Background: an optimization exercise with open tools, aiming at small area, a short achievable clock period and few clock cycles. Do not read the settings as production practice.
In this exercise RTL edits were held to simulation tests only and were not proved equivalent to the original.
Power is estimated from default activity; no workload was simulated.

## flow/config.mk

```make
export PLATFORM = sky130hd
export DESIGN_NAME = projectCPU2022
export DESIGN_NICKNAME = projectCPU2022
export VERILOG_FILES = /design/flow/design.v
export SDC_FILE = /design/flow/constraint.sdc
export NUM_CORES = 4
export LEC_CHECK = 0
export ABC_AREA = 1
export CAP_MARGIN = 20
export CORE_MARGIN = 2
export CORE_UTILIZATION = 40
export SETUP_SLACK_MARGIN = 2.5
export SLEW_MARGIN = 20
```

## flow/constraint.sdc

```tcl
create_clock -name core_clock -period 5.0 [get_ports {clk}]
set_input_delay 1.0000 -clock core_clock [delete_from_list [all_inputs] [get_ports {clk}]]
set_output_delay 1.0000 -clock core_clock [all_outputs]
set_load 0.01 [all_outputs]
```

## flow/design.v

```verilog
module projectCPU2022(
  clk,
  rst,
  wrEn,
  data_fromRAM,
  addr_toRAM,
  data_toRAM,
  PC,
  W
);
input clk, rst;
input wire [15:0] data_fromRAM;
output reg [15:0] data_toRAM;
output reg wrEn;
output reg [12:0] addr_toRAM;
output reg [12:0] PC;
output reg [15:0] W;
reg        stPC, stBus, stPtr, stWr, st2;
reg [2:0]  opcode;
reg [15:0] M;
reg        exe;       
reg        sub;       
wire [15:0] D     = data_fromRAM;
wire [12:0] PCinc = PC + 13'd1;
wire        opd0  = (D[12:0] == 13'd0);
wire        isADD = (opcode == 3'd0);
wire        isCMP = (opcode == 3'd4);
wire        isNOR = (opcode == 3'd1);
wire        isSRL = (opcode == 3'd2);
wire        isRRL = (opcode == 3'd3);
wire        isLD  = (opcode == 3'd6);
wire [15:0] p = M;
wire [15:0] g = W & ~M;
reg  [15:0] G, P;
integer j, s;
always @* begin
  G = g; P = p;
  G[0] = g[0] | (p[0] & sub);
  for (s = 1; s < 16; s = s * 2)
    for (j = 2 * s - 1; j < 16; j = j + 2 * s) begin
      G[j] = G[j] | (P[j] & G[j - s]);
      P[j] = P[j] & P[j - s];
    end
  for (s = 4; s >= 1; s = s / 2)
    for (j = 3 * s - 1; j < 16; j = j + 2 * s) begin
      G[j] = G[j] | (P[j] & G[j - s]);
      P[j] = P[j] & P[j - s];
    end
end
wire [15:0] sum = p ^ {G[14:0], sub};
wire        lt  = ~G[15];        
wire        eq  = &p;            
wire        left  = |M[15:4];
wire [3:0]  k     = M[3:0];
wire        fill  = isRRL;
reg  [15:0] Wrev, frev;
integer q;
always @* for (q = 0; q < 16; q = q + 1) Wrev[q] = W[15 - q];
wire [15:0] x0 = left ? Wrev : W;
wire [15:0] x1 = k[0] ? {x0[0]   & fill,       x0[15:1]} : x0;
wire [15:0] x2 = k[1] ? {x1[1:0] & {2{fill}},  x1[15:2]} : x1;
wire [15:0] x3 = k[2] ? {x2[3:0] & {4{fill}},  x2[15:4]} : x2;
wire [15:0] x4 = k[3] ? {x3[7:0] & {8{fill}},  x3[15:8]} : x3;
always @* for (q = 0; q < 16; q = q + 1) frev[q] = x4[15 - q];
wire [15:0] shres = left ? frev : x4;
wire        isSH  = isSRL | isRRL;
wire [15:0] cmpres = {{15{lt}}, ~eq};
wire [15:0] alu = ({16{isADD}} & sum) | ({16{isCMP}} & cmpres) | ({16{isNOR}} & ~(W | M)) |
                  ({16{isSH}} & shres) | ({16{isLD}} & M);
wire sFET = stPC & ~st2;
wire sDEC = stBus & ~st2;
wire sIND = stBus & st2;
wire sEXE = stPC & st2;
always @* begin
  addr_toRAM = ({13{stBus}} & D[12:0]) | ({13{stPC}} & PC) | ({13{stWr}} & M[12:0]) |
               {10'd0, stPtr, 2'd0};
  wrEn       = stWr;
  data_toRAM = W;
end
wire        cmpx  = sEXE && (opcode == 3'd4);
wire        addx  = sEXE && ((opcode == 3'd0) || (opcode == 3'd4));
always @(posedge clk) begin
  M   <= D ^ ({16{addx}} & W) ^ {16{cmpx}};
  sub <= cmpx;
end
always @(posedge clk) begin
  if (rst) begin
    stPC  <= 1'b1;
    stBus <= 1'b0;
    stPtr <= 1'b0;
    stWr  <= 1'b0;
    st2   <= 1'b0;
    PC    <= 13'd0;
    W     <= 16'd0;
    exe   <= 1'b0;
  end else begin
    exe <= 1'b0;
    if (exe)
      W <= alu;
    stPC  <= 1'b0;
    stBus <= 1'b0;
    stPtr <= 1'b0;
    stWr  <= 1'b0;
    st2   <= 1'b0;
    if (sFET)
      stBus <= 1'b1;                     
    if (sDEC) begin
      opcode <= D[15:13];
      if (D[15:13] != 3'd7)
        PC <= PCinc;
      if (opd0)
        stPtr <= 1'b1;                   
      else if (D[15:13] == 3'd7)
        stWr <= 1'b1;                    
      else begin
        stPC <= 1'b1;                    
        st2  <= 1'b1;
      end
    end
    if (stPtr) begin
      stBus <= 1'b1;                     
      st2   <= 1'b1;
    end
    if (sIND) begin
      if (opcode == 3'd7)
        stWr <= 1'b1;                    
      else begin
        stPC <= 1'b1;                    
        st2  <= 1'b1;
      end
    end
    if (sEXE) begin
      exe <= (opcode != 3'd5);
      if (opcode == 3'd5 && D == 16'd0) begin
        PC   <= W[12:0];
        stPC <= 1'b1;                    
      end else
        stBus <= 1'b1;                   
    end
    if (stWr) begin
      PC   <= PCinc;
      stPC <= 1'b1;                      
    end
  end
end
endmodule
```

## flow/flow/run.sh

```bash
#!/bin/bash
# The standard layout with two changes:
#  - every port is buffered by buf_2 rather than the flow's default buffer choice (a delay cell);
#  - synthesis is synth_recipe.tcl unchanged except that ABC maps the combinational logic with
#    flow/abc.script (area-oriented mapping); flip-flops are mapped before ABC runs, so the
#    registers, their names and cell types are those of the standard synthesis.
# Logs: standard.log (make) and the ORFS step logs under orfs/logs.
set -euo pipefail
here=$(pwd)
{
  echo 'proc abc {args} {'
  echo '  set i [lsearch -exact $args -script]'
  echo "  if {\$i >= 0} { lset args [expr {\$i + 1}] $here/flow/abc.script }"
  echo '  yosys abc {*}$args'
  echo '}'
  cat synth_recipe.tcl
} > synth_own.tcl
export BUFFER_PORTS_ARGS="-buffer_cell sky130_fd_sc_hd__buf_2"
bash standard.sh SYNTH_SCRIPT=$here/synth_own.tcl finish > standard.log 2>&1
```

## flow/flow/abc.script

```
strash
dc2
dch -f
map -a
topo
buffer -c
upsize -c
dnsize -c
```

## flow/standard.sh

```bash
#!/bin/bash
# synth_recipe.tcl (not shown) runs the flow's synth.tcl, then flattens the netlist and writes it again
# the make line also repeats each setting of config.mk as NAME=value (left out here)
make -C /OpenROAD-flow-scripts/flow DESIGN_CONFIG=/design/flow/config.mk WORK_HOME=/design/flow/orfs CLKGATE_MAP_FILE= SYNTH_SCRIPT=/design/flow/synth_recipe.tcl "${@:-finish}"
```

==> out/qor.log <==
qor: worst_setup_path.worst-path-max-fanout 3
qor: global_routing.pin_count_of_the_biggest_net_entering_global_routing 25
qor: worst_setup_path.worstPathArrival 3.22 ns
qor: yosys.synth_fp_nets 777
qor: worst_setup_path.worstRegToRegCells 25
qor: yosys.synth-edff-count 3
qor: global_routing.grt_pass1_vias 5587
qor: sta.rsz0062_at_grt true
qor: die.die_footprint 0.0126 sq mm
qor: sta.final.min_clock_period 2.99 ns
qor: sta.timing.final.setup_violations 0
qor: cts.cts_tree done
qor: sta.setup_total_negative_slack 0 ns
qor: finish.area_growth_syn_to_layout 38.0%
qor: yosys.yosys_warnings 1
qor: yosys.synth.lib_cells_used.distinct 44
qor: yosys.synthCells 758
qor: cts.cts.sink_count 55
qor: sta.min_period_over_period 59.7%
qor: finish.final_core_util 56.5%
qor: yosys.synth_compound_gate_area_share 30.2%
qor: finish.finished_layout_cells 1007
qor: sta.skew 0.00733 ns
qor: yosys.sequential_element_share_of_the_synthesized_area 24.2%
qor: sta.report.final.slew_viol_count 0
qor: global_routing.grt_overflow_total 0
qor: place.hpwlAfterDp 13.2 mm
qor: finish.final_nets 882
qor: worst_setup_path.crit_start M[0]
qor: yosys.synthAdderAreaFrac 0.268%
qor: min_path.hold-path-cell-count 2
qor: power_and_ir_drop.peakVddDrop 0.211 mV
qor: cts.numCtsBuffers 5
qor: worst_setup_path.path_class register to register
qor: global_routing.grt_first_pass_wirelength 30.1 mm
qor: detailed_routing.drt_pre_antenna_iters 6
qor: yosys.simple_logic_cell_fraction_of_the_synthesized_area 26.4%
qor: yosys.mux_share_of_post_synthesis_cell_area 0.857%
qor: min_path.worst_hold_path_startpoint st2
qor: yosys.largest_family_of_logic_cells_by_synthesized_area compound AO/OA/AOI/OAI gates
qor: sta.worst-slew-pin-transition 0.797 ns
qor: detailed_routing.drt_iter0_markers 772
qor: die.num_io_pins 77
qor: yosys.syn_area 0.00467 sq mm
qor: job.maxCapViolations 0
qor: detailed_routing.route.detailed.wl_per_inst 19.7 um
qor: worst_setup_path.timing.rr.start M[0]
qor: cts.holdBufCountCts 0
qor: detailed_routing.vias 6040
qor: yosys.yosys.area_share.xor_xnor 5.06%
qor: die.die_width 112 um
qor: yosys.synth-async-reset-ratio 0%
qor: yosys.yosys_most_used_dff sky130_fd_sc_hd__dfxtp_1
qor: sta.max_frequency 0.335 GHz
qor: place.routabilityCongestion 1.02
qor: sta.timing.slew.headroom 46.7%
qor: global_routing.grt_use_total 29.8%
qor: global_routing.initial_antenna_violation_count 0
qor: sta.hold_violations 0
qor: worst_setup_path.crit_path_start_kind register
qor: cts.clock_tree.buffer_depth 2
qor: power_and_ir_drop.total_leakage_power 2.66 nW
qor: min_path.hold_class register to register
qor: cts.htree_levels 2
qor: cts.clock_tree.root_cell sky130_fd_sc_hd__clkbuf_16
qor: die.die-height 112 um
qor: detailed_routing.drtAntennaViolNets 0
qor: yosys.synth_seq_cells 55
qor: finish.drive_gt1_share 31.8%
qor: worst_setup_path.cp-end-kind register
qor: sta.layout_setup_ws 2.01 ns
qor: worst_setup_path.timing.critical_path.required 5.23 ns
qor: die.start_util 40.9%
qor: finish.num-fill-cells 1104
qor: detailed_routing.via_per_inst 6.00
qor: cts.clkSlewWorstSetupHoldPaths 0.08 ns
qor: yosys.ys_top_cells_by_count 126 x sky130_fd_sc_hd__nand2_1, 108 x sky130_fd_sc_hd__o21ai_0, 90 x sky130_fd_sc_hd__nor2_1, 79 x sky130_fd_sc_hd__inv_1, 52 x sky130_fd_sc_hd__dfxtp_1
qor: power_and_ir_drop.power_density 198 mW/mm^2
qor: sta.timing.hold.ws 0.505 ns
qor: place.place_worst_setup_slack 1.10 ns
qor: place.placement.io_buffers 76
qor: yosys.synth_most_common_cell sky130_fd_sc_hd__nand2_1
qor: detailed_routing.routed_wirelength 19.8 mm
qor: die.rows 39
qor: place.placedCellCount 929
qor: yosys.yosysTopAreaCell sky130_fd_sc_hd__dfxtp_1
qor: die.coreArea 0.0114 sq mm
qor: finish.antennaDiodeCount 0
qor: yosys.post_synth.cell_area_avg 6.16 sq um
qor: yosys.synth_largest_type_area_fraction 22.3%
qor: run_status.run_status complete, no violations
qor: detailed_routing.route.detailed.drc 0
qor: cts.clk_latency 0.31 ns
qor: yosys.synth.top_cells.by_area sky130_fd_sc_hd__dfxtp_1 22%, sky130_fd_sc_hd__o21ai_0 12%, sky130_fd_sc_hd__nand2_1 10%, sky130_fd_sc_hd__nor2_1 7.2%, sky130_fd_sc_hd__inv_1 6.3%
-- sequential cells by signal (all words and copies together), names as in the netlist --
signal and count:
M 16, W 16, PC 13, opcode 3, exe 1, st2 1
stBus 1, stPC 1, stPtr 1, stWr 1, sub 1
-- metrics by stage --
| step | instance area [sq um] | power [mW] |
|---|---|---|
| 6_report | 6450 | 1.28 |
| 5_1_grt | 6450 | 1.33 |
| 4_1_cts | 5980 | 1.23 |
| 3_5_place_dp | 5010 | 0.783 |
| 3_3_place_gp | 5010 | 0.780 |
| 2_1_floorplan | 4690 | 0.693 |
-- layout by cell type (no fill, tap or decap), types with 6 or more instances in the layout --
cell type | synthesis | final
sky130_fd_sc_hd__a21oi_1 | 40 | 37
sky130_fd_sc_hd__a21oi_2 | 4 | 6
sky130_fd_sc_hd__a22oi_1 | 16 | 6
sky130_fd_sc_hd__a22oi_2 | 0 | 10
sky130_fd_sc_hd__a31oi_1 | 15 | 12
sky130_fd_sc_hd__buf_12 | 0 | 6
sky130_fd_sc_hd__buf_2 | 6 | 65
sky130_fd_sc_hd__buf_4 | 17 | 58
sky130_fd_sc_hd__buf_6 | 1 | 12
sky130_fd_sc_hd__clkinvlp_4 | 0 | 7
sky130_fd_sc_hd__dfxtp_1 | 52 | 37
sky130_fd_sc_hd__dfxtp_2 | 0 | 10
sky130_fd_sc_hd__inv_1 | 79 | 74
sky130_fd_sc_hd__nand2_1 | 126 | 125
sky130_fd_sc_hd__nand3_1 | 30 | 26
sky130_fd_sc_hd__nor2_1 | 90 | 82
sky130_fd_sc_hd__nor2_2 | 8 | 7
sky130_fd_sc_hd__nor2_4 | 0 | 10
sky130_fd_sc_hd__nor3_1 | 18 | 15
sky130_fd_sc_hd__nor4_1 | 11 | 7
sky130_fd_sc_hd__o21ai_0 | 108 | 64
sky130_fd_sc_hd__o21ai_1 | 6 | 34
sky130_fd_sc_hd__o21ai_2 | 1 | 17
sky130_fd_sc_hd__o22ai_1 | 14 | 12
sky130_fd_sc_hd__xnor2_1 | 12 | 12
sky130_fd_sc_hd__xor2_1 | 15 | 15
-- metal layers --
metal / up-vias / GRT usage, % / wire length, um
li1: 2797 / - / -
met1: 2777 / 40.8 / 7980
met2: 414 / 49.0 / 9250
met3: 52 / 4.32 / 2050
met4: 0 / 9.43 / 520
met5: - / 0 / 0
-- worst paths after layout --
kind	endpoint	slack, ns
worst max register to register	W[11]	2.01
worst min register to register	stWr	0.51
worst min-delay path	stWr	0.51
worst max-delay path	W[11]	2.01
-- what timing repair did --
item | 4_1_cts | 5_1_grt
gates resized for setup | 138 | 76
setup endpoints to repair | 43 | 40
setup buffers | 41 | 22
gates cloned | 6 | 1
pin swaps | 37 | 28
-- layout make-up --
cell class                      instances  area, sq um  share of cell area (%)
Timing Repair Buffer                  147         1120                    17.4
Tap cell                              143          179                    2.78
Timing Repair inverter                  5         42.5                   0.660
Sequential cell                        55         1160                    18.0
Clock inverter                          3         26.3                   0.408
Clock buffer                            5          125                    1.94
Multi-Input combinational cell        563         3410                    52.9
Inverter                               86          375                    5.82
-- power by group --
group	switching, mW	total [mW]	internal (mW)
sequential	0.0471	0.511	0.464
combinational	0.230	0.389	0.158
clock	0.188	0.379	0.191
total	0.465	1.28	0.813
-- worst max-delay path, stage by stage, from the launching register on --
cell and delay (ns):
sky130_fd_sc_hd__dfxtp_2 0.33, sky130_fd_sc_hd__buf_12 0.13, sky130_fd_sc_hd__inv_12 0.06, sky130_fd_sc_hd__nor2_4 0.03, sky130_fd_sc_hd__o21ai_2 0.12, sky130_fd_sc_hd__inv_2 0.07, sky130_fd_sc_hd__a21oi_4 0.17, sky130_fd_sc_hd__nor2_4 0.05
sky130_fd_sc_hd__a21oi_2 0.12, sky130_fd_sc_hd__nand2_1 0.08, sky130_fd_sc_hd__inv_2 0.07, sky130_fd_sc_hd__a21oi_2 0.04, sky130_fd_sc_hd__nor2_2 0.14, sky130_fd_sc_hd__a21oi_2 0.06, sky130_fd_sc_hd__nand2_2 0.11, sky130_fd_sc_hd__nand3_4 0.08
sky130_fd_sc_hd__a31oi_4 0.18, sky130_fd_sc_hd__inv_4 0.07, sky130_fd_sc_hd__buf_12 0.12, sky130_fd_sc_hd__o31ai_4 0.18, sky130_fd_sc_hd__inv_1 0.08, sky130_fd_sc_hd__nor2_2 0.11, sky130_fd_sc_hd__nor2_1 0.08, sky130_fd_sc_hd__a21oi_1 0.16
sky130_fd_sc_hd__o21ai_1 0.10, sky130_fd_sc_hd__a41oi_1 0.15
-- cells by family (layout without fill, tap and decap cells) --
logic type	count (synthesis)	count (layout)
AND/OR/NAND/NOR	292	293
AO/OA/AOI/OAI	238	238
flip-flops	55	55
buffers and inverters	141	246
adder cells (fa/ha/maj)	1	1
multiplexers	4	4
XOR/XNOR	27	27
Testbench counts, summed over its fixed seeds: cycles 57,384.

what the ideal ports hide:
The flow's constraints put no driver on any port. The routed layout listed below was extracted and timed again, unchanged, in two steps.
Step 1 (the two cells are an assumption about what drives the block):
set clk [get_ports {clk}]
set_driving_cell -lib_cell sky130_fd_sc_hd__clkbuf_16 $clk
set_driving_cell -lib_cell sky130_fd_sc_hd__buf_2 [delete_from_list [all_inputs] $clk]
Step 2 moves the port delays by t, midway between the first and last clock arrival at a register: inputs arrive t later, outputs are due t later. That takes back most of the time a late clock gives input paths.
Slacks: no drivers / after step 1 / after step 2; pairs: no drivers / after step 1.
t (ns): 0.342
slack for setup (ns): 2.013 / 2.013 / 2.013
hold WS [ns]: 0.505 / 0.505 / 0.505
After both steps this run still meets setup and hold. The setup slack of this run moves by 0.000 ns with the drivers and by 0.000 ns with both steps.
